Source: an optimization exercise on an open RTL-to-GDS flow (aim: small area, a short achievable clock period and few clock cycles per item). Production flows keep margins and buffers that such runs may drop.
At most, simulation tests tie the RTL to the original design; equivalence was not proved.
The RTL of runs 1 and 2 was laid out without a check of its function.

==> standard.sh <==
#!/bin/bash
# synth_recipe.tcl (not shown) runs the flow's synth.tcl, then flattens the netlist and writes it again
# the make line also repeats each setting of config.mk as NAME=value (left out here)
make -C /OpenROAD-flow-scripts/flow DESIGN_CONFIG=/design/flow/config.mk WORK_HOME=/design/flow/orfs CLKGATE_MAP_FILE= SYNTH_SCRIPT=/design/flow/synth_recipe.tcl "${@:-finish}"
==> flow/make_args.txt <==
SETUP_SLACK_MARGIN=5.0
ADDER_MAP_FILE=
BUFFER_PORTS_ARGS=-buffer_cell sky130_fd_sc_hd__buf_1
CTS_BUF_LIST=sky130_fd_sc_hd__clkbuf_4 sky130_fd_sc_hd__clkbuf_8
==> flow/run.sh <==
#!/bin/bash
# Layout flow: the standard ORFS flow, with the ORFS variables listed in
# flow/make_args.txt (one VAR=value per line) added to its make command line,
# e.g. a tighter SETUP_SLACK_MARGIN for the timing repair.  If flow/abc.script
# exists, synthesis uses it as ABC's mapping script; everything else, and
# every later step, is the standard flow.  Each step's full output goes to a
# log file in this folder; ORFS's own logs stay under orfs/logs.
set -euo pipefail
ARGS=()
while IFS= read -r line; do
  [[ -z "$line" || "$line" == \#* ]] && continue
  ARGS+=("$line")
done < flow/make_args.txt
if [[ -f flow/abc.script ]]; then
  mkdir -p scripts_abc
  for f in "$FLOW_HOME"/scripts/*; do ln -sf "$f" scripts_abc/; done
  rm -f scripts_abc/abc_speed.script
  cp flow/abc.script scripts_abc/abc_speed.script
  bash standard.sh SCRIPTS_DIR="$PWD/scripts_abc" "${ARGS[@]}" synth > synth.log 2>&1
fi
bash standard.sh "${ARGS[@]}" finish > finish.log 2>&1
==> design.v <==
module div_step #(
    parameter R = 8,
    parameter L = 8,
    parameter M1 = 0
) (
    input  [R+L-1:0] rq,       
    input  [R-1:0]   dv,       
    input            qen,
    input            qinv,
    output [R+L-1:0] rq_next
);
    wire [R:0]   t    = rq[R+L-1:L-1];        
    wire [R+1:0] diff = {1'b0, t} + {2'b11, ~dv} + (M1 ? 1'b0 : 1'b1);    
    wire         ge   = ~diff[R+1];
    wire [R-1:0] rem  = ge ? diff[R-1:0] : t[R-1:0];
    assign rq_next = {rem, rq[L-2:0], (ge & qen) ^ qinv};
endmodule
module rgb2hsv_clk (
    input pclk,
    input rst,  
    input enable,  
    input[23:0] RGB24,
    output[24:0] HSV25,
    output reg hsv_done
);
localparam LAST = 4'd10;
reg [3:0]  cnt;       
reg        c1, c2;    
reg [7:0]  vmax;      
reg [7:0]  dm1;       
reg [15:0] srq;       
reg [13:0] hrq;       
reg [1:0]  sel;       
reg        neg;       
reg        nz;        
always @(posedge pclk) begin
    c1 <= enable;
    c2 <= c1;
    if (rst) begin
        cnt <= 4'd0;
        hsv_done <= 1'b0;
    end else begin
        if (enable)
            cnt <= 4'd1;
        else if (cnt == LAST)
            cnt <= 4'd0;
        else if (cnt != 4'd0)
            cnt <= cnt + 4'd1;
        hsv_done <= cnt == LAST;
    end
end
wire [7:0] r = srq[15:8];
wire [7:0] g = srq[7:0];
wire [7:0] b = hrq[7:0];
wire r_ge_g = r >= g;
wire r_ge_b = r >= b;
wire g_ge_b = g >= b;
wire rmax = r_ge_g & r_ge_b;
wire gmax = ~rmax & g_ge_b;
wire [7:0] mx  = rmax ? r : (gmax ? g : b);
wire [7:0] mid = rmax ? (g_ge_b ? g : b) : gmax ? (r_ge_b ? r : b) : (r_ge_g ? r : g);
wire [7:0] mn  = rmax ? (g_ge_b ? b : g) : gmax ? (r_ge_b ? b : r) : (r_ge_g ? g : r);
wire [1:0] f_sel = rmax ? 2'd0 : (gmax ? 2'd1 : 2'd2);
wire f_neg = rmax ? ~g_ge_b : gmax ? r_ge_b & (r != b) : ~r_ge_g;
wire [7:0] f_dm1 = vmax + ~srq[15:8];
wire [7:0] f_x   = srq[7:0] - srq[15:8];
wire [15:0] s_next;
div_step #(.R(8), .L(8)) u_s (.rq(srq), .dv(vmax), .qen(nz), .qinv(1'b0), .rq_next(s_next));
wire [13:0] h_next;
div_step #(.R(8), .L(6), .M1(1)) u_h (.rq(hrq), .dv(dm1), .qen(1'b1), .qinv(neg), .rq_next(h_next));
wire [13:0] h60 = {hrq[7:0], 6'd0} - {4'd0, hrq[7:0], 2'd0};
wire [5:0]  hq = hrq[5:0];
wire [8:0]  base = sel == 2'd0 ? (neg ? 9'd297 : 9'd0) :
                   sel == 2'd1 ? (neg ? 9'd57 : 9'd120) :
                                 (neg ? 9'd177 : 9'd240);
wire [8:0]  hue = base + {3'd0, hq};
always @(posedge pclk) begin
    if (enable) begin
        srq  <= RGB24[23:8];
    end else if (c1) begin
        vmax <= mx;
        sel  <= f_sel;
        neg  <= f_neg;
        srq  <= {mn, mid};
    end else if (c2) begin
        dm1  <= f_dm1;
        nz   <= ~&f_dm1;
        srq  <= {f_dm1, ~f_dm1};
    end else begin
        srq <= s_next;
    end
    if (enable)
        hrq <= {6'd0, RGB24[7:0]};
    else if (c2)
        hrq <= {6'd0, f_x};
    else if (cnt == 4'd3)
        hrq <= h60;
    else if (cnt == LAST)
        hrq <= {5'd0, hue};
    else
        hrq <= h_next;
end
assign HSV25 = {hrq[8:0], srq[7:0], vmax};
endmodule
==> constraint.sdc <==
create_clock -name core_clock -period 8.0 [get_ports {pclk}]
set_input_delay 1.6000 -clock core_clock [delete_from_list [all_inputs] [get_ports {pclk}]]
set_output_delay 1.6000 -clock core_clock [all_outputs]
set_load 0.01 [all_outputs]
==> flow/abc.script <==
&get -n
&st
&syn2
&dch -f
&nf -R 1000
&put
==> config.mk <==
export PLATFORM = sky130hd
export DESIGN_NAME = rgb2hsv_clk
export DESIGN_NICKNAME = rgb2hsv_clk
export VERILOG_FILES = /design/flow/design.v
export SDC_FILE = /design/flow/constraint.sdc
export NUM_CORES = 4
export LEC_CHECK = 0
export CAP_MARGIN = 20
export CORE_MARGIN = 2
export CORE_UTILIZATION = 40
export SLEW_MARGIN = 20
==> qor.txt, run 1 <==
CP Capture Type: flip-flop
DR vias/cell: 6.00
gr usage total: 26.4%
Worst-path clk slew: 0.08 ns
routed vias: 4888
status: timing/DRC/antenna clean
yosys warns: 1
Max-slew headroom: 23.3%
Gate Count Post-Synth: 559
number of synthesized flops with an enable pin: 36
WL/cell: 19.5 um
first-pass GRT wire length: 24.0 mm
sequential area share after synthesis: 33.5%
unrepaired setup endpoints after global routing: true
number of diodes: 0
Worst-Margin Slew: 1.14 ns
final wirelength: 15.9 mm
Core ar.: 10900 um2
CTS Hold Bufs: 0
synthesized flop and latch total: 57
clock latency (worst-skew pair): 0.36 ns
share of cells above drive strength 1: 23.1%
gr ovfl total: 0
Pre-Repair DR Iteration Count: 8
Slew Limit Fails: 0
Mean Syn Cell Area: 8.01 um2
Critical Path AT: 3.27 ns
clk sinks: 57
final setup TNS: 0 ns
top_reg_cell synth: edfxtp_1
Die W: 110 um
Critical Path Fanout Max: 8
Post-DRT Antenna Nets: 0
Final Critical Period: 3.17 ns
Max-Cap Viols: 0
area share of the largest cell type after synthesis: 24.1%
TritonCTS Buffers: 9
number of global-route vias before repair: 4590
fin worst setup slack: 4.83 ns
post-synth net total: 586
Worst Skew: 0.0147 ns
Critical Path RT: 8.10 ns
initial DRC count: 470
fraction of registers with async set/reset: 0%
P&R area growth vs syn: 29.4%
Initial Util: 41.1%
CTS tree: built
Final Cell Area: 5800 um2
Peak Freq: 0.315 GHz
Hold Vio Cnt, Final: 0
Final period util: 39.6%
Max Root-Sink Buffers: 2
most common cell in the netlist: nand2_1
Chip Height: 110 um
top cells by area, synth: edfxtp_1 (24%), dfxtp_1 (9.4%), xnor2_1 (9.0%), a21oi_1 (6.8%), o21ai_0 (5.6%)
routability cong.: 0.908
largest net degree at the start of global routing: 41
# nets final: 696
htree depth: 3
Clock Root Buffer: clkbuf_8
Synth top cells by count: nand2_1 (64), a21oi_1 (61), nor2_1 (52)
DP Area: 4850 um2
Startpoint Class: flip-flop
Final setup viols: 0
worst hold path type: flip-flop to flip-flop
WHS: 0.448 ns
Ports: 53
port bufs: 52
synthesized area: 4480 um2
Row Count: 38
number of remaining DRC errors: 0
Setup Crit Path Kind: flip-flop to flip-flop
Cell variety after synth: 47
initial antenna violation count: 0
top cell type by total area after synthesis: edfxtp_1
Post-DP HPWL: 10.4 mm
pre-CTS setup slack: 3.85 ns
full die area: 12100 um2
==> kinds of logic (layout without fill, tap and decap cells) <==
group	after synthesis	after routing	synth area share (%)
AO/OA/AOI/OAI	190	190	26.5
multiplexers	6	6	1.37
adder cells (fa/ha/maj)	9	9	2.01
XOR/XNOR	74	74	14.5
AND/OR/NAND/NOR	173	174	17.2
buffers and inverters	50	164	4.94
flip-flops	57	57	33.5
==> through the flow <==
| step | utilization (%) | cells |
|---|---|---|
| after floorplan | - | 559 |
| after detailed placement | 44.6 | 744 |
| final | 53.2 | 814 |
| after CTS | 49.8 | 795 |
| after global routing | 53.2 | 814 |
| after global placement | 44.6 | 744 |
==> final cells by class <==
| class | instances | area, um2 |
|---|---|---|
| timing repair buffer | 107 | 636 |
| clock buffer | 10 | 131 |
| tap | 140 | 175 |
| multi-input combinational | 453 | 3070 |
| inverter | 41 | 184 |
| fill | 1048 | 5090 |
| clock inverter | 6 | 83.8 |
| sequential | 57 | 1520 |
==> metal layers <==
| layer | part of all wire [%] | global-route usage (%) | vias up | wire (um) |
|---|---|---|---|---|
| met1 | 41 | 34.3 | 2320 | 6450 |
| met5 | 0 | 0 | - | 0 |
| met4 | 3.2 | 9.31 | 0 | 512 |
| li1 | - | - | 2273 | - |
| met3 | 8.6 | 5.33 | 45 | 1370 |
| met2 | 48 | 43.2 | 250 | 7550 |
==> worst paths after layout <==
path,startpoint,to,slack (ns),cells after the start
setup / recovery,srq[7],srq[12],4.83,15
hold / removal,c1,c2,0.45,0
setup reg to reg,srq[7],srq[12],4.83,15
hold reg to reg,c1,c2,0.45,0
==> cell usage in the layout, fill, tap and decap left out, drive strengths merged, types with 2 or more instances in the layout <==
cell type and instances:
or2 4, nor4 3, edfxtp 36, a21oi 61, nand3 12, dfxtp 21
a221oi 7, maj3 9, nor2b 5, a22oi 9, xor2 28, o21ai 50
clkinvlp 7, buf 107, o22ai 7, xnor2 46, nor2 52, nand2 64
nor3 11, a2111oi 3, o221a 3, a222oi 7, or3 2, a21o 3
mux2i 5, clkbuf 10, a31oi 8, o221ai 2, and2 2, nand2b 13
a211oi 6, clkinv 38, bufinv 2, o211ai 15
==> registers in the layout, summed over array words and instances, names as in the netlist <==
signal and cells:
neg 1, vmax 8, hrq 14, c1 1, sel 2, hsv_done 1, srq 16, c2 1
nz 1, cnt 4, dm1 8
==> critical path, cell delays in order (launching register included) <==
cell      delay, ns
edfxtp_1       0.44
nor2b_2        0.16
maj3_2         0.20
a21boi_2       0.16
a21oi_2        0.06
o21ai_2        0.08
o21ai_2        0.09
maj3_2         0.36
a221oi_4       0.25
a21oi_2        0.08
a211oi_4       0.25
buf_12         0.18
nor2_4         0.05
xnor2_2        0.13
o21ai_1        0.09
a221o_1        0.32
==> what timing repair did <==
item	CTS	global route
setup buffers	35	18
cloned	0	1
endpoints found under the setup margin	73	50
pin swaps	21	39
gates resized for setup	37	61
==> inputs of run 2 (changes only) <==
==> flow/make_args.txt (replaced) <==
SETUP_SLACK_MARGIN=5.0
BUFFER_PORTS_ARGS=-buffer_cell sky130_fd_sc_hd__buf_1
CTS_BUF_LIST=sky130_fd_sc_hd__clkbuf_4 sky130_fd_sc_hd__clkbuf_8
removed: flow/abc.script
==> run 2 against run 1 <==
  * Global-route usage shrank 3.2 points
  * Count of clock-buffer cells in the layout stayed put
  * Utilization shrank 5.6 points
  * Die area up 17%
  * Final cell count rose by 5.5%
  * Critical path depth fell by 9
  * Largest cell class unchanged
  * Final area grew 4.7%
==> qor.txt, run 2 <==
status: timing/DRC/antenna clean
Worst-Margin Slew: 0.757 ns
Ports: 53
TritonCTS Buffers: 9
Final period util: 36.7%
post-synth net total: 714
Final setup viols: 0
top cells by area, synth: edfxtp_1 (21%), ha_1 (14%), dfxtp_1 (8.0%), a21oi_1 (5.4%), nor2_1 (5.0%)
Max-Cap Viols: 0
fraction of registers with async set/reset: 0%
CP Capture Type: flip-flop
WL/cell: 19.4 um
Post-DP HPWL: 12.2 mm
commonest non-fill, non-tap cell in the layout: nor2_1
final wirelength: 16.7 mm
Initial Util: 41.4%
Row Count: 41
Peak Freq: 0.341 GHz
DR vias/cell: 5.84
Critical Path Fanout Max: 37
Post-DRT Antenna Nets: 0
gr ovfl total: 0
routed vias: 5015
number of diodes: 0
htree depth: 3
Max Root-Sink Buffers: 2
max reg flops: 16
largest net degree at the start of global routing: 38
Setup Crit Path Kind: primary input to flip-flop
Synth top cells by count: nor2_1 (70), ha_1 (60), a21oi_1 (57)
Placed Instances: 818
fin cells: 859
first-pass GRT wire length: 25.5 mm
unrepaired setup endpoints after global routing: false
largest registers: srq: 16 flops, hrq: 14 flops
synthesized flop and latch total: 57
number of remaining DRC errors: 0
yosys warns: 1
number of synthesized flops with an enable pin: 36
routability cong.: 0.902
share of cells above drive strength 1: 11.6%
P&R area growth vs syn: 15.1%
Slew Limit Fails: 0
Chip Height: 119 um
Core ar.: 12700 um2
Critical Path RT: 8.10 ns
gr usage total: 23.2%
Cell variety after synth: 62
Final Critical Period: 2.94 ns
Mean Syn Cell Area: 8.46 um2
Pre-Repair DR Iteration Count: 5
Hold Vio Cnt, Final: 0
top cell type by total area after synthesis: edfxtp_1
initial antenna violation count: 0
worst hold path type: flip-flop to flip-flop
clk sinks: 57
full die area: 14100 um2
number of global-route vias before repair: 4831
synthesized area: 5270 um2
Startpoint Class: primary input
sequential area share after synthesis: 28.5%
Max-slew headroom: 49.3%
clock latency (worst-skew pair): 0.36 ns
Worst Skew: 0.0129 ns
Clock Root Buffer: clkbuf_8
area share of the largest cell type after synthesis: 20.5%
Gate Count Post-Synth: 623
CTS tree: built
CTS Hold Bufs: 0
Die W: 119 um
port bufs: 52
# nets final: 773
most common cell in the netlist: nor2_1
Reg with most FFs: srq
initial DRC count: 442
Worst-path clk slew: 0.08 ns
final setup TNS: 0 ns
top_reg_cell synth: edfxtp_1
most frequent cells in the layout: nor2_1 (70), ha_1 (60), a21oi_1 (54)
Critical Path AT: 3.03 ns
[run 2: path summary, 6_finish.rpt]
| check | from | to | slack, ns | cells after the start |
|---|---|---|---|---|
| max | enable | srq[0] | 5.06 | 6 |
| min | c1 | c2 | 0.52 | 0 |
| max reg2reg | hrq[6] | srq[0] | 5.09 | 10 |
| min reg2reg | c1 | c2 | 0.52 | 0 |
[run 2: cell families (layout without fill, tap and decap cells)]
| group | Yosys count | after routing | share of synthesized area, % |
|---|---|---|---|
| flip-flops | 57 | 57 | 28.5 |
| multiplexers | 22 | 22 | 4.53 |
| XOR/XNOR | 31 | 31 | 5.15 |
| adder cells (fa/ha/maj) | 64 | 64 | 15.8 |
| AO/OA/AOI/OAI | 183 | 183 | 22.4 |
| AND/OR/NAND/NOR | 181 | 181 | 16.8 |
| buffers and inverters | 85 | 149 | 6.86 |
[run 2: layout make-up]
type | count | area, um2
fill | 1306 | 6660
multi-input combinational | 481 | 3490
sequential | 57 | 1510
timing repair buffer | 79 | 433
tap | 172 | 215
inverter | 53 | 209
clock buffer | 10 | 138
clock inverter | 6 | 67.6
timing repair inverter | 1 | 5.00
[run 2: critical path, cell delays in order]
cell and delay (ns):
clkbuf_8 0.26, inv_1 0.22, nand2_4 0.20, clkinvlp_4 0.23, buf_4 0.21, a221o_1 0.30
[run 2: per-layer routing]
metal  wire length, um  part of all wire, %  global-route usage, %
met4               353                  2.1                   7.07
met1              7420                   45                   30.9
met5                 0                    0                      0
met2              7720                   46                   38.1
met3              1170                  7.0                   4.17
[run 2: stage by stage]
stage	util [%]	hold slack [ns]	setup slack, ns	cell area (um2)
finish	47.7	0.518	5.06	6070
global route	47.7	0.534	5.01	6070
global placement	43.6	0.470	3.91	5550
CTS	46.4	0.495	5.00	5900
floorplan	-	0.401	4.90	5280
detailed placement	43.6	0.462	3.74	5550
[run 2: repair_timing]
action                     in CTS  in global routing
gates cloned                    1                  0
setup buffers                   8                 16
resized for setup              20                 10
setup endpoints to repair      45                 45
pin swaps                       1                  3
==> inputs of run 3 (changes only) <==
--- a/design.v
+++ b/design.v
@@ -33,8 +33,7 @@
 reg [1:0]  sel;       
 reg        neg;       
-reg        nz;        
 always @(posedge pclk) begin
-    c1 <= enable;
-    c2 <= c1;
+    c1  <= enable;
+    c2  <= c1;
     if (rst) begin
         cnt <= 4'd0;
@@ -63,6 +62,7 @@
 wire [1:0] f_sel = rmax ? 2'd0 : (gmax ? 2'd1 : 2'd2);
 wire f_neg = rmax ? ~g_ge_b : gmax ? r_ge_b & (r != b) : ~r_ge_g;
-wire [7:0] f_dm1 = vmax + ~srq[15:8];
-wire [7:0] f_x   = srq[7:0] - srq[15:8];
+wire [7:0] f_dm1 = vmax + srq[15:8];
+wire [7:0] f_x   = srq[15:8] - srq[7:0];
+wire nz = ~&dm1;
 wire [15:0] s_next;
 div_step #(.R(8), .L(8)) u_s (.rq(srq), .dv(vmax), .qen(nz), .qinv(1'b0), .rq_next(s_next));
@@ -76,18 +76,21 @@
 wire [8:0]  hue = base + {3'd0, hq};
 always @(posedge pclk) begin
-    if (enable) begin
-        srq  <= RGB24[23:8];
-    end else if (c1) begin
+    if (c1) begin
         vmax <= mx;
         sel  <= f_sel;
         neg  <= f_neg;
-        srq  <= {mn, mid};
-    end else if (c2) begin
+    end
+    if (c2)
         dm1  <= f_dm1;
-        nz   <= ~&f_dm1;
-        srq  <= {f_dm1, ~f_dm1};
-    end else begin
+end
+always @(posedge pclk) begin
+    if (enable)
+        srq <= RGB24[23:8];
+    else if (c1)
+        srq <= {~mn, ~mid};
+    else if (c2)
+        srq <= {f_dm1, ~f_dm1};
+    else
         srq <= s_next;
-    end
     if (enable)
         hrq <= {6'd0, RGB24[7:0]};
==> flow/abc.script (new file) <==
&get -n
&st
&syn2
&dch -f
&nf -R 1000
&st
&syn2
&dch -f
&nf -R 1000
&put
buffer -c
upsize -c
dnsize -c
==> flow/make_args.txt (replaced) <==
SETUP_SLACK_MARGIN=5.0
ADDER_MAP_FILE=
BUFFER_PORTS_ARGS=-buffer_cell sky130_fd_sc_hd__buf_1
CTS_BUF_LIST=sky130_fd_sc_hd__clkbuf_4 sky130_fd_sc_hd__clkbuf_8
==> run 3 against run 2 <==
  * Still clean on timing, DRC and antenna
  * Synthesized cell count down 3.7%
  * Fmax shrank 11%
  * Via count fell by 0.42%
  * Non-clock buffer count grew 82
  * Clock skew is 0.0038 ns lower
  * Register-to-register slack got worse by 0.39 ns
  * Die area shrank 14%
  * Critical path type is now flip-flop to flip-flop
  * Critical endpoint is now hrq[6]
==> qor.txt, run 3 <==
first-pass GRT wire length: 22.9 mm
top_reg_cell synth: dfxtp_1
Synth top cells by count: nor2_1 (68), nand2_1 (54), o21ai_0 (52)
sequential area share after synthesis: 29.1%
fraction of registers with async set/reset: 0%
port bufs: 52
hold wc startpoint: hrq[9]
Cell variety after synth: 65
# nets final: 747
initial antenna violation count: 0
status: timing/DRC/antenna clean
Gate Count Post-Synth: 600
Core ar.: 10900 um2
Fill cells: 982
Final period util: 41.3%
WL/cell: 18.3 um
max reg flops: 16
number of diodes: 0
Worst-path clk slew: 0.11 ns
Placed Instances: 744
synthesized flop and latch total: 56
slowest cell delay on critical path: 0.42 ns
Final setup viols: 0
full die area: 12100 um2
synthesized area: 4510 um2
clk sinks: 56
Worst Skew: 0.00911 ns
Slew Limit Fails: 0
Max-Cap Viols: 0
Clock Root Buffer: clkbuf_8
Critical Path RT: 8.26 ns
top cells by area, synth: dfxtp_1 (16%), edfxtp_1 (13%), xnor2_1 (8.7%), o21ai_0 (5.8%), nor2_1 (5.7%)
worst path cell trace: nand2b_4 -> maj3_2 -> nor2_4 -> a21oi_2 -> o21ai_2 -> a21boi_4 -> maj3_4 -> nand2_2 -> nand2_2 -> o21ai_2 -> o21ai_2 -> a21boi_4 -> maj3_2 -> nor2_4 -> buf_6 -> or3_4 -> a311oi_2 -> a211oi_2 -> a21oi_1
share of cells above drive strength 1: 33.8%
area share of the largest cell type after synthesis: 16.4%
Chip Height: 110 um
yosys warns: 1
Pre-Repair DR Iteration Count: 5
CTS tree: built
number of synthesized flops with an enable pin: 19
CP Capture Type: flip-flop
r2r startpoint: dm1[0]
number of remaining DRC errors: 0
P&R area growth vs syn: 36.3%
number of global-route vias before repair: 4474
unrepaired setup endpoints after global routing: true
Mean Syn Cell Area: 7.52 um2
htree depth: 2
Initial Util: 41.2%
largest net degree at the start of global routing: 57
final setup TNS: 0 ns
gr usage total: 24.5%
gr ovfl total: 0
clock latency (worst-skew pair): 0.33 ns
most frequent cells in the layout: buf_4 (87), nor2_1 (53), buf_1 (51)
Reg with most FFs: srq
Startpoint Class: flip-flop
Setup Crit Path Kind: flip-flop to flip-flop
TritonCTS Buffers: 5
Max Root-Sink Buffers: 2
Post-DRT Antenna Nets: 0
Max-slew headroom: 29.8%
fin cells: 861
Ports: 53
most frequent cell on the critical path: o21ai_2
CP delay by family, top: compound AO/OA/AOI/OAI gates
Critical Path Fanout Max: 5
Crit-path slowest cell: edfxtp_1
Buf/Inv on CP: 1
CTS Hold Bufs: 0
routability cong.: 0.958
Final Critical Period: 3.30 ns
Peak Freq: 0.303 GHz
Worst-Margin Slew: 1.04 ns
Die W: 110 um
initial DRC count: 442
Post-DP HPWL: 9.49 mm
worst hold path type: flip-flop to flip-flop
routed vias: 4994
Hold Vio Cnt, Final: 0
DR vias/cell: 5.80
Critical Path AT: 3.57 ns
top cell type by total area after synthesis: dfxtp_1
most common cell in the netlist: nor2_1
largest registers: srq: 16 flops, hrq: 14 flops
Row Count: 38
final wirelength: 15.8 mm
CP startpoint: dm1[0]
post-synth net total: 627
commonest non-fill, non-tap cell in the layout: buf_4
run 3: changes by cell type in the layout (fill, tap and decap cells not counted), sizes merged, moves of 11 or more:
cell and change:
o22ai +22, edfxtp -17, o21ai +31, inv -14
mux2i -16, xnor2 +24, a211oi -11, dfxtp +16
nand2 +28, ha -60, buf +82
run 3: per-layer routing:
layer	wire length, um	part of all wire, %	global-route usage [%]	up-vias
li1	-	-	-	2348
met1	6320	40	30.5	2353
met2	7960	50	43.3	248
met3	1050	6.6	3.59	45
met4	449	2.8	8.57	0
met5	0	0	0	-
run 3: worst paths after layout:
check	to	slack, ns	cells after the start
worst max register to register	hrq[6]	4.70	19
worst min-delay path	hrq[10]	0.55	2
worst min register to register	hrq[10]	0.55	2
worst max-delay path	hrq[6]	4.70	19
run 3: kinds of logic (layout without fill, tap and decap cells):
group	after synthesis	after routing	share of synthesized area (%)
simple gates	184	186	19.3
buf+inv	86	205	8.88
xor+xnor	58	58	11.6
compound gates	204	204	28.3
flops	56	56	29.1
fa+ha+maj	10	10	2.47
mux	2	2	0.472
run 3: worst register-to-register path, delay by kind of cell, from the launching register on:
kind | cells | cell delay, ns
compound gates | 9 | 1.13
simple gates | 6 | 0.80
buf+inv | 1 | 0.13
fa+ha+maj | 3 | 0.78
flops | 1 | 0.42
run 3: repair_timing:
action                                  CTS  global route
cloned                                    2             0
pin swaps                                32            44
endpoints found under the setup margin   35            35
resized for setup                        62            91
setup buffers                            66            41
run 3: cell type report:
type,instances,area [um2],share of cell area (%)
Timing Repair Buffer,161,1130,18.4
Sequential cell,56,1340,21.8
Tap cell,140,175,2.85
Clock buffer,5,68.8,1.12
Inverter,36,146,2.38
Multi-Input combinational cell,460,3260,53.0
Clock inverter,3,26.3,0.427
run 3: stage by stage:
| stage | utilization, % | hold slack, ns | area [um2] | setup slack (ns) |
|---|---|---|---|---|
| 2_1_floorplan | - | 0.495 | 4530 | 4.99 |
| 3_3_place_gp | 42.5 | 0.527 | 4640 | 4.25 |
| 3_5_place_dp | 42.5 | 0.530 | 4640 | 4.08 |
| 4_1_cts | 50.0 | 0.553 | 5470 | 4.74 |
| 5_1_grt | 56.2 | 0.579 | 6150 | 4.53 |
| 6_report | 56.2 | 0.550 | 6150 | 4.70 |
Testbench counts of run 3, summed over its fixed seeds: cycles 28,792, items 2,400.
==> inputs of run 4 (changes only) <==
==> flow/abc.script (replaced) <==
&get -n
&st
&syn2
&dch -f
&nf -R 1000
&put
buffer -c
upsize -c
dnsize -c
==> run 4 against run 3 <==
  * Non-clock buffer count shrank 90
  * Hold slack gained 0.018 ns
  * Synthesized cell count up 6.7%
  * Flip-flop and latch count unchanged
  * Setup slack improved by 0.38 ns
  * Area after synthesis up 2.7%
  * Global-route usage is 1.6 points lower
  * Utilization shrank 11 points
  * Final cell count down 6.2%
  * Critical path depth is 5 lower
  * Final area decreased by 17%
  * First-iteration DRC count rose by 23%
  * Critical endpoint is now srq[14]
  * Highest routed layer unchanged
==> qor.txt, run 4 <==
Final setup viols: 0
Pre-Repair DR Iteration Count: 6
gr usage total: 22.9%
commonest non-fill, non-tap cell in the layout: nor2_1
most common cell in the netlist: nor2_1
sequential area share after synthesis: 28.3%
CP startpoint: vmax[0]
routed vias: 4786
worst hold path type: flip-flop to flip-flop
CTS tree: built
number of remaining DRC errors: 0
number of global-route vias before repair: 4401
Worst Skew: 0.00697 ns
Synth top cells by count: nor2_1 (72), nand2_1 (66), a21oi_1 (54)
port bufs: 52
Post-DP HPWL: 10.6 mm
Max-slew headroom: 31.4%
Max-Cap Viols: 0
most frequent cells in the layout: nor2_1 (70), nand2_1 (62), a21oi_1 (51), buf_1 (51), xnor2_1 (47)
top cell type by total area after synthesis: dfxtp_1
CP delay by family, top: compound AO/OA/AOI/OAI gates
area share of the largest cell type after synthesis: 16.0%
clock latency (worst-skew pair): 0.33 ns
gr ovfl total: 0
Chip Height: 112 um
Reg2Reg Depth: 14
slowest cell delay on critical path: 0.45 ns
CP Capture Type: flip-flop
Die W: 112 um
WL/cell: 18.5 um
initial antenna violation count: 0
fraction of registers with async set/reset: 0%
final wirelength: 15.0 mm
top_reg_cell synth: dfxtp_1
Slew Limit Fails: 0
clk sinks: 56
Startpoint Class: flip-flop
R2R setup slack: 5.08 ns
largest net degree at the start of global routing: 55
number of diodes: 0
htree depth: 2
top cells by area, synth: dfxtp_1 (16%), edfxtp_1 (12%), xnor2_1 (8.9%), a21oi_1 (5.8%), nor2_1 (5.8%)
R2R Path End: srq[14]
Clock Root Buffer: clkbuf_8
Setup Crit Path Kind: flip-flop to flip-flop
Reg with most FFs: srq
Final Critical Period: 2.92 ns
Post-DRT Antenna Nets: 0
final setup TNS: 0 ns
Ports: 53
yosys warns: 1
share of cells above drive strength 1: 11.6%
full die area: 12500 um2
synthesized flop and latch total: 56
synthesized area: 4630 um2
Critical Path RT: 8.20 ns
Critical Path End: srq[14]
largest registers: srq: 16 flops, hrq: 14 flops
first-pass GRT wire length: 23.2 mm
TritonCTS Buffers: 5
worst path cell trace: nor2b_4 -> maj3_2 -> o221a_4 -> a21oi_4 -> maj3_4 -> a31oi_1 -> a21oi_2 -> o21ai_2 -> and2_4 -> nor2_1 -> xnor2_1 -> o21a_1 -> o22ai_1 -> o21ai_1
Crit-path slowest cell: edfxtp_1
Max Root-Sink Buffers: 2
Critical Path Fanout Max: 5
fin worst setup slack: 5.08 ns
Fill cells: 1199
Buf/Inv on CP: 0
CTS Hold Bufs: 0
Worst-path clk slew: 0.11 ns
Hold Vio Cnt, Final: 0
Gate Count Post-Synth: 640
max reg flops: 16
Final period util: 36.6%
initial DRC count: 544
Worst-Margin Slew: 1.03 ns
pre-CTS setup slack: 4.52 ns
Row Count: 39
r2r startpoint: vmax[0]
Worst path depth: 14
routability cong.: 0.954
# nets final: 691
Peak Freq: 0.342 GHz
post-synth net total: 667
Initial Util: 40.8%
P&R area growth vs syn: 10.7%
Mean Syn Cell Area: 7.24 um2
number of synthesized flops with an enable pin: 19
Critical Path AT: 3.13 ns
status: timing/DRC/antenna clean
DR vias/cell: 5.92
Core ar.: 11400 um2
unrepaired setup endpoints after global routing: true
Cell variety after synth: 61
==> run 4: final cells by class <==
class	instances	area [um2]	share of cell area (%)
tap	143	179	3.49
clock inverter	1	5.00	0.0976
multi-input combinational	493	3050	59.4
timing repair buffer	71	339	6.61
sequential	56	1340	26.1
clock buffer	7	83.8	1.63
inverter	37	139	2.71
==> run 4: timing repair <==
action                                  CTS  global route
gates resized for setup                  24            21
buffers inserted                          1            15
cloned                                    0             1
endpoints found under the setup margin   34            25
pin swaps                                 0             5
==> run 4: worst register-to-register path: cells and delay by family (launching register included) <==
kind	cells	cell delay, ns
compound gates	8	1.18
xor+xnor	1	0.09
fa+ha+maj	2	0.53
flops	1	0.45
simple gates	3	0.53
==> run 4: stage by stage <==
| stage | instance area (um2) | util, % | instances | hold WS (ns) |
|---|---|---|---|---|
| finish | 5130 | 45.1 | 808 | 0.568 |
| global placement | 4780 | 42.0 | 783 | 0.527 |
| detailed placement | 4780 | 42.0 | 783 | 0.540 |
| floorplan | 4630 | - | 640 | 0.509 |
| global route | 5130 | 45.1 | 808 | 0.602 |
| CTS | 4930 | 43.3 | 792 | 0.558 |
==> run 4: per-layer routing <==
metal,up-vias,GRT usage [%],share of wire (%)
met4,0,8.07,3.3
met1,2248,30.6,43
met2,212,38.3,47
met5,-,0,0
li1,2284,-,-
met3,42,3.05,6.9
==> run 4: cell families (layout without fill, tap and decap cells) <==
family          after synthesis  count (layout)  synth area share (%)
mux                           2               2                 0.459
fa+ha+maj                     6               6                  1.40
xor+xnor                     72              72                  13.6
flops                        56              56                  28.3
compound gates              218             218                  28.9
buf+inv                      92             116                  8.56
simple gates                194             195                  18.8
==> run 4: worst min-delay path by stage <==
| stage | startpoint | to | depth (start not counted) |
|---|---|---|---|
| final | cnt[0] | cnt[1] | 2 |
| after global placement | cnt[0] | cnt[1] | 2 |
| after CTS | cnt[0] | cnt[1] | 2 |
| after floorplan | cnt[0] | cnt[1] | 2 |
| after detailed placement | cnt[0] | cnt[1] | 2 |
| after global routing | cnt[0] | cnt[1] | 2 |
==> inputs of run 5 (changes only) <==
==> flow/make_args.txt (replaced) <==
SETUP_SLACK_MARGIN=4.6
ADDER_MAP_FILE=
BUFFER_PORTS_ARGS=-buffer_cell sky130_fd_sc_hd__buf_1
CTS_BUF_LIST=sky130_fd_sc_hd__clkbuf_4 sky130_fd_sc_hd__clkbuf_8
==> run 5 against run 4 <==
  * Register-to-register slack lost 0.28 ns
  * Critical path type unchanged
  * Critical path depth is the same
  * Still clean on timing, DRC and antenna
  * Setup slack lost 0.28 ns
  * Global-route usage shrank 0.14 points
  * Non-clock buffer count shrank 16
  * Sequential share of layout area grew 0.90 points
==> qor.txt, run 5 <==
status: timing/DRC/antenna clean
Final setup viols: 0
commonest non-fill, non-tap cell in the layout: nor2_1
Ports: 53
WL/cell: 18.3 um
most common cell in the netlist: nor2_1
CP Capture Type: flip-flop
WHS: 0.567 ns
gr ovfl total: 0
synthesized area: 4630 um2
max reg flops: 16
top_reg_cell synth: dfxtp_1
Worst Skew: 0.00958 ns
Worst-path clk slew: 0.11 ns
Initial Util: 40.8%
initial DRC count: 446
Slew Limit Fails: 0
TritonCTS Buffers: 5
final setup TNS: 0 ns
routed vias: 4669
Worst-Margin Slew: 1.02 ns
Final period util: 40.0%
number of synthesized flops with an enable pin: 19
worst path cell trace: nand2b_1 -> a21o_1 -> o221a_2 -> a21oi_2 -> nand2_1 -> nand2_1 -> o21ai_1 -> o31a_1 -> a21oi_1 -> nor3_2 -> o21ai_1 -> xnor2_1 -> a221oi_1 -> a21oi_1
yosys warns: 1
Mean Syn Cell Area: 7.24 um2
Clock Root Buffer: clkbuf_8
Chip Height: 112 um
Setup Buffers After CTS: 0
number of diodes: 0
Row Count: 39
top cell type by total area after synthesis: dfxtp_1
Final Cell Area: 4900 um2
gr usage total: 22.8%
clock latency (worst-skew pair): 0.32 ns
htree depth: 2
Final Critical Period: 3.20 ns
first-pass GRT wire length: 23.1 mm
number of remaining DRC errors: 0
Gate Count Post-Synth: 640
Core ar.: 11400 um2
Post-DRT Antenna Nets: 0
sequential area share after synthesis: 28.3%
clk sinks: 56
Hold Vio Cnt, Final: 0
DP Area: 4780 um2
Post-Route Utilization: 43.1%
largest registers: srq: 16 flops, hrq: 14 flops
initial antenna violation count: 0
DR vias/cell: 5.90
most frequent cells in the layout: nor2_1 (72), nand2_1 (64), a21oi_1 (53)
P&R area growth vs syn: 5.70%
synthesized flop and latch total: 56
unrepaired setup endpoints after global routing: true
worst hold path type: flip-flop to flip-flop
Critical Path RT: 8.19 ns
Post-DP HPWL: 10.6 mm
Max-Cap Viols: 0
Crit-path slowest cell: dfxtp_1
Startpoint Class: flip-flop
area share of the largest cell type after synthesis: 16.0%
full die area: 12500 um2
# nets final: 674
Pre-Repair DR Iteration Count: 5
top cells by area, synth: dfxtp_1 (16%), edfxtp_1 (12%), xnor2_1 (8.9%), a21oi_1 (5.8%), nor2_1 (5.8%)
Die W: 112 um
Cell variety after synth: 61
sequential cell area: 1320 um2
number of global-route vias before repair: 4400
slowest cell delay on critical path: 0.70 ns
area of the multi-input gates: 2950 um2
Max-slew headroom: 32.0%
Peak Freq: 0.312 GHz
share of cells above drive strength 1: 6.33%
Reg with most FFs: srq
Synth top cells by count: nor2_1 (72), nand2_1 (66), a21oi_1 (54)
fraction of registers with async set/reset: 0%
post-synth net total: 667
largest net degree at the start of global routing: 55
port bufs: 52
Max Root-Sink Buffers: 2
Critical Path Fanout Max: 12
CTS tree: built
Critical Path AT: 3.39 ns
final wirelength: 14.5 mm
routability cong.: 0.954
Setup Crit Path Kind: flip-flop to flip-flop
Fill cells: 1202
run 5: changes by cell type in the layout (fill, tap and decap cells not counted), moves of 3 or more:
| cell | change |
|---|---|
| nand2b_1 | +3 |
| dfxtp_4 | -4 |
| buf_4 | -16 |
| dfxtp_1 | +5 |
run 5: cell families (layout without fill, tap and decap cells):
kind of cell    after synthesis  count (layout)  synth area share, %
compound gates              218             218                 28.9
simple gates                194             194                 18.8
buf+inv                      92             100                 8.56
xor+xnor                     72              72                 13.6
flops                        56              56                 28.3
fa+ha+maj                     6               6                 1.40
mux                           2               2                0.459
run 5: worst max-delay path: cells and delay by family, from the launching register on:
kind                      cells  cell delay (ns)
AOI/OAI and AO/OA             9             1.82
xor gates and xnor gates      1             0.14
DFF                           1             0.70
and+or+nand+nor               4             0.43
run 5: cell type report:
| cell class | instances | share of cell area (%) |
|---|---|---|
| clock buffer | 7 | 1.71 |
| tap | 143 | 3.65 |
| clock inverter | 1 | 0.102 |
| inverter | 37 | 2.84 |
| timing repair buffer | 55 | 4.47 |
| sequential | 56 | 27.0 |
| multi-input combinational | 492 | 60.3 |
run 5: what timing repair did:
action	in CTS	in global routing
endpoints found under the hold margin	0	0
setup endpoints to repair	8	14
hold buffers	0	0
pin swaps	0	0
gates resized for setup	4	10
run 5: stage by stage:
step	cells	setup slack, ns
floorplan	640	5.16
global placement	783	4.66
detailed placement	783	4.52
CTS	791	4.73
global route	791	4.60
finish	791	4.80
run 5: path summary, 6_finish.rpt:
check | start | endpoint | slack [ns] | cells past startpoint
setup / recovery | hrq[6] | hrq[0] | 4.80 | 14
hold / removal | cnt[0] | cnt[1] | 0.57 | 2
setup reg to reg | hrq[6] | hrq[0] | 4.80 | 14
hold reg to reg | cnt[0] | cnt[1] | 0.57 | 2
run 5: metal layers:
layer / share of wire, % / GRT usage [%] / wire length (um)
met3: 5.8 / 3.27 / 846
met1: 44 / 30.2 / 6390
met2: 47 / 38.4 / 6880
met5: 0 / 0 / 0
met4: 2.6 / 7.33 / 370
==> inputs of run 6 (changes only) <==
==> flow/make_args.txt (replaced) <==
SETUP_SLACK_MARGIN=4.8
ADDER_MAP_FILE=
BUFFER_PORTS_ARGS=-buffer_cell sky130_fd_sc_hd__buf_1
CTS_BUF_LIST=sky130_fd_sc_hd__clkbuf_4 sky130_fd_sc_hd__clkbuf_8
==> run 6 against run 5 <==
  * Via count is 0.21% lower
  * Register-to-register slack better by 0.21 ns
  * Critical path depth stayed put
  * Setup slack better by 0.21 ns
  * Flip-flop and latch count stayed put
  * Area after synthesis stayed put
  * Still clean
  * Global-route usage hardly changed
  * Final area is 1.1% higher
  * Synthesized cell count stayed put
  * Critical path type unchanged
  * Utilization is 0.48 points higher
==> qor.txt, run 6 <==
Startpoint Class: flip-flop
TritonCTS Buffers: 5
hold-critical path depth: 2
Die W: 112 um
sequential area share after synthesis: 28.3%
Max Root-Sink Buffers: 2
hold wc startpoint: cnt[0]
synthesized flop and latch total: 56
top_reg_cell synth: dfxtp_1
number of remaining DRC errors: 0
Peak Freq: 0.334 GHz
Cell variety after synth: 61
Final Cell Area: 4950 um2
status: timing/DRC/antenna clean
htree depth: 2
top cells by area, synth: dfxtp_1 (16%), edfxtp_1 (12%), xnor2_1 (8.9%), a21oi_1 (5.8%), nor2_1 (5.8%)
share of cells above drive strength 1: 8.15%
hold endpoint: cnt[1]
Clock Root Buffer: clkbuf_8
Mean Syn Cell Area: 7.24 um2
Max-slew headroom: 33.0%
number of synthesized flops with an enable pin: 19
Reg with most FFs: srq
Post-DRT Antenna Nets: 0
Final Critical Period: 2.99 ns
port bufs: 52
first-pass GRT wire length: 23.0 mm
initial DRC count: 509
# nets final: 676
number of diodes: 0
Row Count: 39
CP Capture Type: flip-flop
routability cong.: 0.954
Worst Skew: 0.00718 ns
Chip Height: 112 um
initial antenna violation count: 0
Gate Count Post-Synth: 640
Critical Path AT: 3.19 ns
Worst-path clk slew: 0.10 ns
Pre-Repair DR Iteration Count: 5
Hold Vio Cnt, Final: 0
Synth top cells by count: nor2_1 (72), nand2_1 (66), a21oi_1 (54)
CTS Hold Bufs: 0
area share of the largest cell type after synthesis: 16.0%
clock latency (worst-skew pair): 0.32 ns
top cell type by total area after synthesis: dfxtp_1
commonest non-fill, non-tap cell in the layout: nor2_1
worst hold path type: flip-flop to flip-flop
Core ar.: 11400 um2
Initial Util: 40.8%
P&R area growth vs syn: 6.88%
Ports: 53
area of the multi-input gates: 2980 um2
final wirelength: 14.6 mm
DR vias/cell: 5.88
routed vias: 4659
max reg flops: 16
fraction of registers with async set/reset: 0%
Critical Path RT: 8.20 ns
number of global-route vias before repair: 4378
DP Area: 4780 um2
Fill cells: 1200
Max-Cap Viols: 0
fin cells: 793
largest registers: srq: 16 flops, hrq: 14 flops
sequential cell area: 1340 um2
Slew Limit Fails: 0
gr ovfl total: 0
Worst-Margin Slew: 1.01 ns
Final period util: 37.4%
yosys warns: 1
full die area: 12500 um2
Final setup viols: 0
Placed Instances: 783
Critical Path Fanout Max: 10
unrepaired setup endpoints after global routing: true
Post-DP HPWL: 10.6 mm
clk sinks: 56
largest net degree at the start of global routing: 55
gr usage total: 22.8%
most common cell in the netlist: nor2_1
CTS tree: built
R2R setup slack: 5.01 ns
r2r startpoint: vmax[0]
post-synth net total: 667
most frequent cells in the layout: nor2_1 (71), nand2_1 (63), a21oi_1 (52)
Reg2Reg Depth: 14
R2R Path End: srq[14]
Setup Crit Path Kind: flip-flop to flip-flop
synthesized area: 4630 um2
final setup TNS: 0 ns
WL/cell: 18.4 um
==> run 6: cell counts after synthesis <==
Identical to the previous run, type by type.
==> run 6: worst max-delay path by stage <==
stage	start	endpoint	slack, ns	depth (start not counted)
5_1_grt	srq[0]	srq[3]	4.79	16
4_1_cts	vmax[0]	srq[14]	4.80	14
3_5_place_dp	srq[8]	srq[5]	4.52	15
6_report	vmax[0]	srq[14]	5.01	14
2_1_floorplan	vmax[0]	srq[15]	5.16	14
3_3_place_gp	srq[8]	srq[4]	4.66	15
==> run 6: worst max-delay path, stage by stage, from the launching register on <==
cell and delay, ns:
edfxtp_1 0.48, nor2b_2 0.21, maj3_2 0.35, o221a_4 0.23
a21oi_4 0.14, maj3_4 0.22, a31oi_1 0.09, a21oi_2 0.14
o21ai_1 0.09, and2_4 0.21, nor2_1 0.14, xnor2_1 0.09
o21a_1 0.18, o22ai_1 0.22, o21ai_1 0.08
==> run 6: final cells by class <==
cell class / instances / share of cell area, %
sequential: 56 / 27.0
tap: 143 / 3.61
multi-input combinational: 492 / 60.1
clock buffer: 7 / 1.69
clock inverter: 1 / 0.101
timing repair buffer: 57 / 4.72
inverter: 37 / 2.80
==> run 6: timing repair <==
item                       in CTS  in global routing
gates resized for setup         8                 23
setup endpoints to repair      19                 28
buffers inserted                0                  2
gates cloned                    0                  0
==> run 6: per-layer routing <==
metal | vias to the layer above | global-route usage (%) | wire [um]
met3 | 39 | 3.21 | 948
met5 | - | 0 | 0
met2 | 204 | 38.0 | 6820
met4 | 0 | 7.82 | 433
met1 | 2166 | 30.3 | 6350
li1 | 2250 | - | -
==> run 6: logic make-up after synthesis <==
group,after synthesis,synth area share (%)
xor+xnor,72,13.6
fa+ha+maj,6,1.40
simple gates,194,18.8
buf+inv,92,8.56
compound gates,218,28.9
mux,2,0.459
flops,56,28.3
==> run 6: stage by stage <==
stage / hold WS, ns / utilization [%] / worst slack [ns]
CTS: 0.558 / 43.0 / 4.80
detailed placement: 0.540 / 42.0 / 4.52
global route: 0.602 / 43.6 / 4.79
finish: 0.561 / 43.6 / 5.01
global placement: 0.527 / 42.0 / 4.66
floorplan: 0.509 / - / 5.16
==> inputs of run 7 (changes only) <==
==> flow/make_args.txt (replaced) <==
SETUP_SLACK_MARGIN=4.8
ADDER_MAP_FILE=
GPL_TIMING_DRIVEN=0
BUFFER_PORTS_ARGS=-buffer_cell sky130_fd_sc_hd__buf_1
CTS_BUF_LIST=sky130_fd_sc_hd__clkbuf_4 sky130_fd_sc_hd__clkbuf_8
==> run 7 against run 6 <==
  * Sequential share of layout area shrank 1.9 points
  * Fmax shrank 0.49%
  * Final area grew 5.9%
  * Area after synthesis is the same
  * Still clean on timing, DRC and antenna
  * Critical path depth grew 2
  * Highest routed layer unchanged
  * Via count grew 5.2%
  * Die area is the same
==> qor.txt, run 7 <==
status: timing/DRC/antenna clean
Post-DP HPWL: 12.0 mm
Crit-path slowest cell: edfxtp_1
Row Count: 39
Initial Util: 40.8%
Critical Path Fanout Max: 10
post-synth net total: 667
largest net degree at the start of global routing: 19
M3 GR Usage: 3.21%
clock latency (worst-skew pair): 0.33 ns
TritonCTS Buffers: 5
Setup Crit Path Kind: flip-flop to flip-flop
Worst-path clk slew: 0.11 ns
Clock Root Buffer: clkbuf_8
most frequent cell on the critical path: o21ai_1
fraction of registers with async set/reset: 0%
number of synthesized flops with an enable pin: 19
CTS Hold Bufs: 0
top cells by area, synth: dfxtp_1 (16%), edfxtp_1 (12%), xnor2_1 (8.9%), a21oi_1 (5.8%), nor2_1 (5.8%)
Placed Instances: 835
top cell type by total area after synthesis: dfxtp_1
final setup TNS: 0 ns
Synth top cells by count: nor2_1 (72), nand2_1 (66), a21oi_1 (54)
Max Root-Sink Buffers: 2
full die area: 12500 um2
initial antenna violation count: 0
Reg2Reg Depth: 16
Final Critical Period: 3.01 ns
layer with the highest usage: met2
Cell variety after synth: 61
clk sinks: 56
area share of the largest cell type after synthesis: 16.0%
Pre-Repair DR Iteration Count: 5
max reg flops: 16
Ports: 53
worst hold path type: flip-flop to flip-flop
Final period util: 37.6%
gr usage total: 24.3%
number of diodes: 0
Worst Skew: 0.0129 ns
Reg with most FFs: srq
final wirelength: 15.6 mm
met2 Usage GRT: 38.7%
number of remaining DRC errors: 0
Max-slew headroom: 43.4%
CP delay by family, top: compound AO/OA/AOI/OAI gates
Die W: 112 um
fin cells: 848
Fill cells: 1205
Post-DRT Antenna Nets: 0
CTS tree: built
Chip Height: 112 um
Startpoint Class: flip-flop
htree depth: 2
share of cells above drive strength 1: 8.94%
Worst path depth: 16
Final setup viols: 0
commonest non-fill, non-tap cell in the layout: nor2_1
Critical Path RT: 8.26 ns
Mean Syn Cell Area: 7.24 um2
gr ovfl total: 0
fin worst setup slack: 4.99 ns
most common cell in the netlist: nor2_1
Gate Count Post-Synth: 640
routability cong.: 0.976
pre-CTS setup slack: 4.59 ns
yosys warns: 1
# nets final: 731
largest registers: srq: 16 flops, hrq: 14 flops
initial DRC count: 548
unrepaired setup endpoints after global routing: false
number of global-route vias before repair: 4432
top_reg_cell synth: dfxtp_1
slowest cell delay on critical path: 0.43 ns
most frequent cells in the layout: nor2_1 (71), nand2_1 (63), buf_1 (54)
P&R area growth vs syn: 13.2%
Buf/Inv on CP: 1
hold-critical path depth: 2
Worst-Margin Slew: 0.847 ns
worst path cell trace: nor2b_2 -> maj3_2 -> o221a_4 -> a21oi_4 -> maj3_4 -> a31oi_1 -> a21oi_2 -> o21ai_1 -> and2_1 -> buf_6 -> nor2b_1 -> xnor2_1 -> nor2_1 -> a21oi_1 -> o22ai_2 -> o21ai_1
Max-Cap Viols: 0
Post-Route Utilization: 46.1%
Hold Vio Cnt, Final: 0
Slew Limit Fails: 0
DR vias/cell: 5.78
CP Capture Type: flip-flop
Peak Freq: 0.333 GHz
synthesized flop and latch total: 56
routed vias: 4902
synthesized area: 4630 um2
met1 Usage GRT: 33.2%
port bufs: 52
Core ar.: 11400 um2
Critical Path AT: 3.27 ns
sequential area share after synthesis: 28.3%
WL/cell: 18.4 um
first-pass GRT wire length: 24.1 mm
## run 7: worst min-delay path, stage by stage (launching register included)
cell and delay (ns):
dfxtp_1 0.36, a21oi_1 0.12, nor4_1 0.05
## run 7: final timing paths
check | from | end | slack (ns)
hold / removal | cnt[0] | cnt[1] | 0.55
setup reg to reg | vmax[0] | srq[8] | 4.99
hold reg to reg | cnt[0] | cnt[1] | 0.55
setup / recovery | vmax[0] | srq[8] | 4.99
## run 7: cell type report
| class | count | area [um2] | area share, % |
|---|---|---|---|
| buffer | 55 | 268 | 5.10 |
| multi-input combinational | 492 | 3000 | 57.1 |
| clock inverter | 3 | 47.5 | 0.906 |
| sequential | 56 | 1310 | 25.0 |
| clock buffer | 5 | 68.8 | 1.31 |
| tap | 143 | 179 | 3.41 |
| timing repair buffer | 57 | 233 | 4.44 |
| inverter | 37 | 139 | 2.65 |
## run 7: timing repair
action                                  CTS  global route
pin swaps                                 0             2
resized for setup                         6            21
endpoints found under the setup margin    9            21
buffers inserted                          0             5
## run 7: cells by family after synthesis
kind of cell	count (synthesis)	share of synthesized area [%]
AOI/OAI and AO/OA	218	28.9
and+or+nand+nor	194	18.8
buffers and inverters	92	8.56
xor gates and xnor gates	72	13.6
DFF	56	28.3
adders and majority gates	6	1.40
muxes	2	0.459
## run 7: per-layer routing
layer	routed length, um	vias up
li1	-	2371
met3	1040	30
met2	7230	216
met5	0	-
met4	536	0
met1	6780	2285
## run 7: per-stage QoR
stage	hold slack, ns	cell area, um2
after floorplan	0.509	4630
after global placement	0.520	5010
after detailed placement	0.536	5010
after CTS	0.553	5140
after global routing	0.595	5250
final	0.551	5250
==> inputs of run 8 (changes only) <==
==> flow/make_args.txt (replaced) <==
SETUP_SLACK_MARGIN=4.8
ADDER_MAP_FILE=
CORE_UTILIZATION=60
BUFFER_PORTS_ARGS=-buffer_cell sky130_fd_sc_hd__buf_1
CTS_BUF_LIST=sky130_fd_sc_hd__clkbuf_4 sky130_fd_sc_hd__clkbuf_8
==> run 8 against run 7 <==
  * Flip-flop and latch count unchanged
  * Clock skew about the same
  * Setup slack got worse by 0.015 ns
  * Area after synthesis is the same
  * Non-clock buffer count is 57 lower
  * Critical path type unchanged
==> qor.txt, run 8 <==
Chip Height: 91.9 um
Max-slew headroom: 31.5%
final setup TNS: 0 ns
Worst Skew: 0.0133 ns
largest registers: srq: 16 flops, hrq: 14 flops
Reg with most FFs: srq
number of diodes: 0
unrepaired setup endpoints after global routing: false
status: timing/DRC/antenna clean
pre-CTS setup slack: 4.54 ns
Gate Count Post-Synth: 640
CP Capture Type: flip-flop
CTS tree: built
Ports: 53
Max-Cap Viols: 0
Critical Path RT: 8.25 ns
WL/cell: 17.4 um
top_reg_cell synth: dfxtp_1
Final Critical Period: 3.02 ns
Setup Crit Path Kind: flip-flop to flip-flop
Hold Vio Cnt, Final: 0
clock latency (worst-skew pair): 0.31 ns
TritonCTS Buffers: 5
Peak Freq: 0.331 GHz
initial DRC count: 263
gr usage total: 31.1%
largest net degree at the start of global routing: 55
CTS Hold Bufs: 0
Row Count: 32
most frequent cells in the layout: nor2_1 (72), nand2_1 (63), a21oi_1 (52)
share of cells above drive strength 1: 7.72%
clk sinks: 56
routability cong.: 0.961
fraction of registers with async set/reset: 0%
max reg flops: 16
Pre-Repair DR Iteration Count: 8
Worst-path clk slew: 0.11 ns
Slew Limit Fails: 0
number of synthesized flops with an enable pin: 19
routed vias: 4595
number of remaining DRC errors: 0
top cells by area, synth: dfxtp_1 (16%), edfxtp_1 (12%), xnor2_1 (8.9%), a21oi_1 (5.8%), nor2_1 (5.8%)
commonest non-fill, non-tap cell in the layout: nor2_1
Startpoint Class: flip-flop
Worst-Margin Slew: 1.03 ns
number of global-route vias before repair: 4362
Synth top cells by count: nor2_1 (72), nand2_1 (66), a21oi_1 (54)
Die W: 91.9 um
post-synth net total: 667
synthesized flop and latch total: 56
yosys warns: 1
Initial Util: 60.9%
Final setup viols: 0
P&R area growth vs syn: 5.48%
sequential cell area: 1330 um2
area of the multi-input gates: 2980 um2
first-pass GRT wire length: 21.3 mm
htree depth: 2
Critical Path Fanout Max: 10
Critical Path AT: 3.27 ns
synthesized area: 4630 um2
most common cell in the netlist: nor2_1
WHS: 0.568 ns
worst hold path type: flip-flop to flip-flop
sequential area share after synthesis: 28.3%
Post-DP HPWL: 9.29 mm
gr ovfl total: 0
# nets final: 674
Core ar.: 7610 um2
Mean Syn Cell Area: 7.24 um2
full die area: 8440 um2
DR vias/cell: 6.13
Max Root-Sink Buffers: 2
Post-Route Utilization: 64.3%
initial antenna violation count: 0
area share of the largest cell type after synthesis: 16.0%
port bufs: 52
fin worst setup slack: 4.98 ns
Clock Root Buffer: clkbuf_8
final wirelength: 13.0 mm
top cell type by total area after synthesis: dfxtp_1
Final period util: 37.8%
Fill cells: 699
Cell variety after synth: 61
Post-DRT Antenna Nets: 0
run 8: cell count changes in the layout (fill, tap and decap cells not counted), sizes merged:
cell    change
buf        -20
clkinv      -1
bufinv      -1
clkbuf     -35
run 8: repair_timing:
item	4_1_cts	5_1_grt
gates cloned	0	0
endpoints found under the setup margin	20	28
buffers inserted	1	0
resized for setup	5	21
pin swaps	0	1
run 8: worst max-delay path, stage by stage, from the launching register on:
cell      delay (ns)
edfxtp_1        0.46
nor2b_2         0.20
maj3_2          0.35
o221a_4         0.23
a21oi_4         0.15
maj3_4          0.23
a31oi_1         0.10
a21oi_2         0.17
o21ai_1         0.09
and2_4          0.20
or3_1           0.35
a22oi_1         0.20
o22ai_1         0.11
o21ai_1         0.13
run 8: layout make-up:
type	instances	area share, %
clock inverters	1	0.179
flip-flops and latches	56	27.2
well taps	102	2.61
multi-input cells	492	61.0
clock buffers	7	1.71
inverters	37	2.84
repair buffers	55	4.48
run 8: stage by stage:
step	instance area, um2	std cells
6_report	4890	750
5_1_grt	4890	750
4_1_cts	4830	750
3_5_place_dp	4720	741
3_3_place_gp	4720	741
2_1_floorplan	4630	640
run 8: kinds of logic after synthesis:
logic type,count (synthesis),synth area share (%)
AOI/OAI and AO/OA,218,28.9
xor gates and xnor gates,72,13.6
adders and majority gates,6,1.40
buffers and inverters,92,8.56
DFF,56,28.3
muxes,2,0.459
and+or+nand+nor,194,18.8
run 8: metal layers:
layer | vias up | share of wire (%) | track usage (%)
met3 | 25 | 7.2 | 4.27
met5 | - | 0 | 0
met1 | 2112 | 42 | 40.2
met2 | 210 | 48 | 54.1
met4 | 0 | 2.1 | 9.45
li1 | 2248 | - | -
run 8: final timing paths:
path	from	to	slack, ns	cells past startpoint
setup / recovery	vmax[0]	srq[15]	4.98	13
hold / removal	cnt[0]	cnt[1]	0.57	2
setup reg to reg	vmax[0]	srq[15]	4.98	13
hold reg to reg	cnt[0]	cnt[1]	0.57	2
==> inputs of run 9 (changes only) <==
==> flow/make_args.txt (replaced) <==
SETUP_SLACK_MARGIN=4.8
ADDER_MAP_FILE=
SKIP_GATE_CLONING=1
BUFFER_PORTS_ARGS=-buffer_cell sky130_fd_sc_hd__buf_1
CTS_BUF_LIST=sky130_fd_sc_hd__clkbuf_4 sky130_fd_sc_hd__clkbuf_8
==> run 9 against run 8 <==
  * Utilization down 21 points
  * Hold slack lost 0.0066 ns
  * Critical endpoint is now srq[14]
  * Final area is 1.3% higher
  * First-iteration DRC count grew 94%
  * Count of clock-buffer cells in the layout is the same
  * Die area increased by 48%
  * Still clean
  * Fmax up 0.99%
  * Global-route usage decreased by 8.4 points
  * Synthesized cell count unchanged
  * Sequential share of layout area is 0.26 points lower
  * Routed wire length rose by 12%
==> qor.txt, run 9 <==
Core ar.: 11400 um2
status: timing/DRC/antenna clean
first-pass GRT wire length: 23.0 mm
most common cell in the netlist: nor2_1
Critical Path End: srq[14]
number of synthesized flops with an enable pin: 19
Initial Util: 40.8%
Worst-Margin Slew: 1.01 ns
Cell variety after synth: 61
fraction of registers with async set/reset: 0%
top cell type by total area after synthesis: dfxtp_1
Worst Skew: 0.00718 ns
initial DRC count: 509
hold wc startpoint: cnt[0]
full die area: 12500 um2
Crit-path slowest cell: edfxtp_1
Clock Root Buffer: clkbuf_8
Chip Height: 112 um
final setup TNS: 0 ns
synthesized area: 4630 um2
routability cong.: 0.954
Final period util: 37.4%
most frequent cell on the critical path: o21ai_1
Gate Count Post-Synth: 640
top_reg_cell synth: dfxtp_1
gr ovfl total: 0
Reg with most FFs: srq
yosys warns: 1
Max-slew headroom: 33.0%
Row Count: 39
Max Root-Sink Buffers: 2
Post-DP HPWL: 10.6 mm
Slew Limit Fails: 0
Synth top cells by count: nor2_1 (72), nand2_1 (66), a21oi_1 (54)
largest registers: srq: 16 flops, hrq: 14 flops
Post-DRT Antenna Nets: 0
TritonCTS Buffers: 5
Max-Cap Viols: 0
P&R area growth vs syn: 6.88%
Final setup viols: 0
CP Capture Type: flip-flop
Fill cells: 1200
CTS Hold Bufs: 0
DP Area: 4780 um2
Hold Vio Cnt, Final: 0
slowest cell delay on critical path: 0.48 ns
Die W: 112 um
Setup Crit Path Kind: flip-flop to flip-flop
CTS tree: built
Critical Path Fanout Max: 10
number of diodes: 0
Ports: 53
max reg flops: 16
largest net degree at the start of global routing: 55
worst path cell trace: nor2b_2 -> maj3_2 -> o221a_4 -> a21oi_4 -> maj3_4 -> a31oi_1 -> a21oi_2 -> o21ai_1 -> and2_4 -> nor2_1 -> xnor2_1 -> o21a_1 -> o22ai_1 -> o21ai_1
number of global-route vias before repair: 4378
DR vias/cell: 5.88
CP startpoint: vmax[0]
sequential area share after synthesis: 28.3%
Final Critical Period: 2.99 ns
# nets final: 676
Critical Path AT: 3.19 ns
worst hold path type: flip-flop to flip-flop
post-synth net total: 667
Final Cell Area: 4950 um2
top cells by area, synth: dfxtp_1 (16%), edfxtp_1 (12%), xnor2_1 (8.9%), a21oi_1 (5.8%), nor2_1 (5.8%)
synthesized flop and latch total: 56
area of the multi-input gates: 2980 um2
R2R Path End: srq[14]
Mean Syn Cell Area: 7.24 um2
r2r startpoint: vmax[0]
Peak Freq: 0.334 GHz
most frequent cells in the layout: nor2_1 (71), nand2_1 (63), a21oi_1 (52)
commonest non-fill, non-tap cell in the layout: nor2_1
Startpoint Class: flip-flop
share of cells above drive strength 1: 8.15%
clock latency (worst-skew pair): 0.32 ns
final wirelength: 14.6 mm
initial antenna violation count: 0
gr usage total: 22.8%
Reg2Reg Depth: 14
number of remaining DRC errors: 0
clk sinks: 56
Pre-Repair DR Iteration Count: 5
sequential cell area: 1340 um2
routed vias: 4659
area share of the largest cell type after synthesis: 16.0%
Post-Route Utilization: 43.6%
Worst-path clk slew: 0.10 ns
Critical Path RT: 8.20 ns
port bufs: 52
R2R setup slack: 5.01 ns
htree depth: 2
WL/cell: 18.4 um
unrepaired setup endpoints after global routing: true
[run 9: cell counts after synthesis]
No cell type changed its count.
[run 9: worst min-delay path by stage]
stage                        end  slack (ns)  cells past startpoint
after floorplan           cnt[1]        0.51                      2
after global placement    cnt[1]        0.53                      2
after detailed placement  cnt[1]        0.54                      2
after CTS                 cnt[1]        0.56                      2
after global routing      cnt[1]        0.60                      2
final                     cnt[1]        0.56                      2
[run 9: worst max-delay path, delay by kind of cell, from the launching register on]
| kind | cells | cell delay, ns |
|---|---|---|
| flops | 1 | 0.48 |
| fa+ha+maj | 2 | 0.57 |
| simple gates | 3 | 0.56 |
| xor+xnor | 1 | 0.09 |
| compound gates | 8 | 1.17 |
[run 9: logic make-up (layout without fill, tap and decap cells)]
| kind of cell | after synthesis | count (layout) | synth area share (%) |
|---|---|---|---|
| AO/OA/AOI/OAI | 218 | 218 | 28.9 |
| XOR/XNOR | 72 | 72 | 13.6 |
| adder cells (fa/ha/maj) | 6 | 6 | 1.40 |
| buffers and inverters | 92 | 102 | 8.56 |
| flip-flops | 56 | 56 | 28.3 |
| multiplexers | 2 | 2 | 0.459 |
| AND/OR/NAND/NOR | 194 | 194 | 18.8 |
[run 9: timing repair]
item | in CTS | in global routing
endpoints found under the setup margin | 19 | 28
resized for setup | 8 | 23
buffers inserted | 0 | 2
[run 9: final cells by class]
| class | count | area share (%) |
|---|---|---|
| Inverter | 37 | 2.80 |
| Clock buffer | 7 | 1.69 |
| Timing Repair Buffer | 57 | 4.72 |
| Clock inverter | 1 | 0.101 |
| Tap cell | 143 | 3.61 |
| Sequential cell | 56 | 27.0 |
| Multi-Input combinational cell | 492 | 60.1 |
[run 9: routing by layer]
metal	vias up	wire, um	GRT usage [%]
met5	-	0	0
li1	2250	-	-
met4	0	433	7.82
met1	2166	6350	30.3
met2	204	6820	38.0
met3	39	948	3.21
[run 9: metrics by stage]
stage          setup WS, ns  hold WS [ns]  instances
6_report               5.01         0.561        793
3_3_place_gp           4.66         0.527        783
5_1_grt                4.79         0.602        793
2_1_floorplan          5.16         0.509        640
4_1_cts                4.80         0.558        791
3_5_place_dp           4.52         0.540        783

-- port drivers added, routing unchanged --
The results above use ideal ports. As a check the final layouts listed here were re-extracted and re-timed, cells and wires unchanged.
Step 1 sets driving cells, clkbuf_16 on the clock port and buf_2 on the other inputs (assumed; they add their load-dependent delay and slew).
Step 2, shift: input delay + t, output delay - t, t = (earliest + latest rising clock arrival at the registers) / 2. This alone moves slack from input paths to output paths.
Three values: ideal ports, drivers, drivers and shift; two values: the first two.
run	t (ns)	setup WS [ns]	worst setup path after step 2
run 1	0.389	4.830 / 4.830 / 4.708	input to register
run 2	0.387	5.065 / 5.047 / 4.661	input to register
run 3	0.360	4.697 / 4.697 / 4.697	register to register
run 4	0.356	5.075 / 5.075 / 5.075	register to register
run 5	0.354	4.797 / 4.797 / 4.797	register to register
run 6	0.353	5.008 / 5.008 / 5.008	register to register
run 7	0.356	4.993 / 4.993 / 4.993	register to register
run 8	0.341	4.978 / 4.978 / 4.978	register to register
run 9	0.353	5.008 / 5.008 / 5.008	register to register
After both steps every run listed still meets setup and hold. For run 2, which loses most, drivers alone change the setup slack by -0.018 ns; drivers and shift together by -0.404 ns.
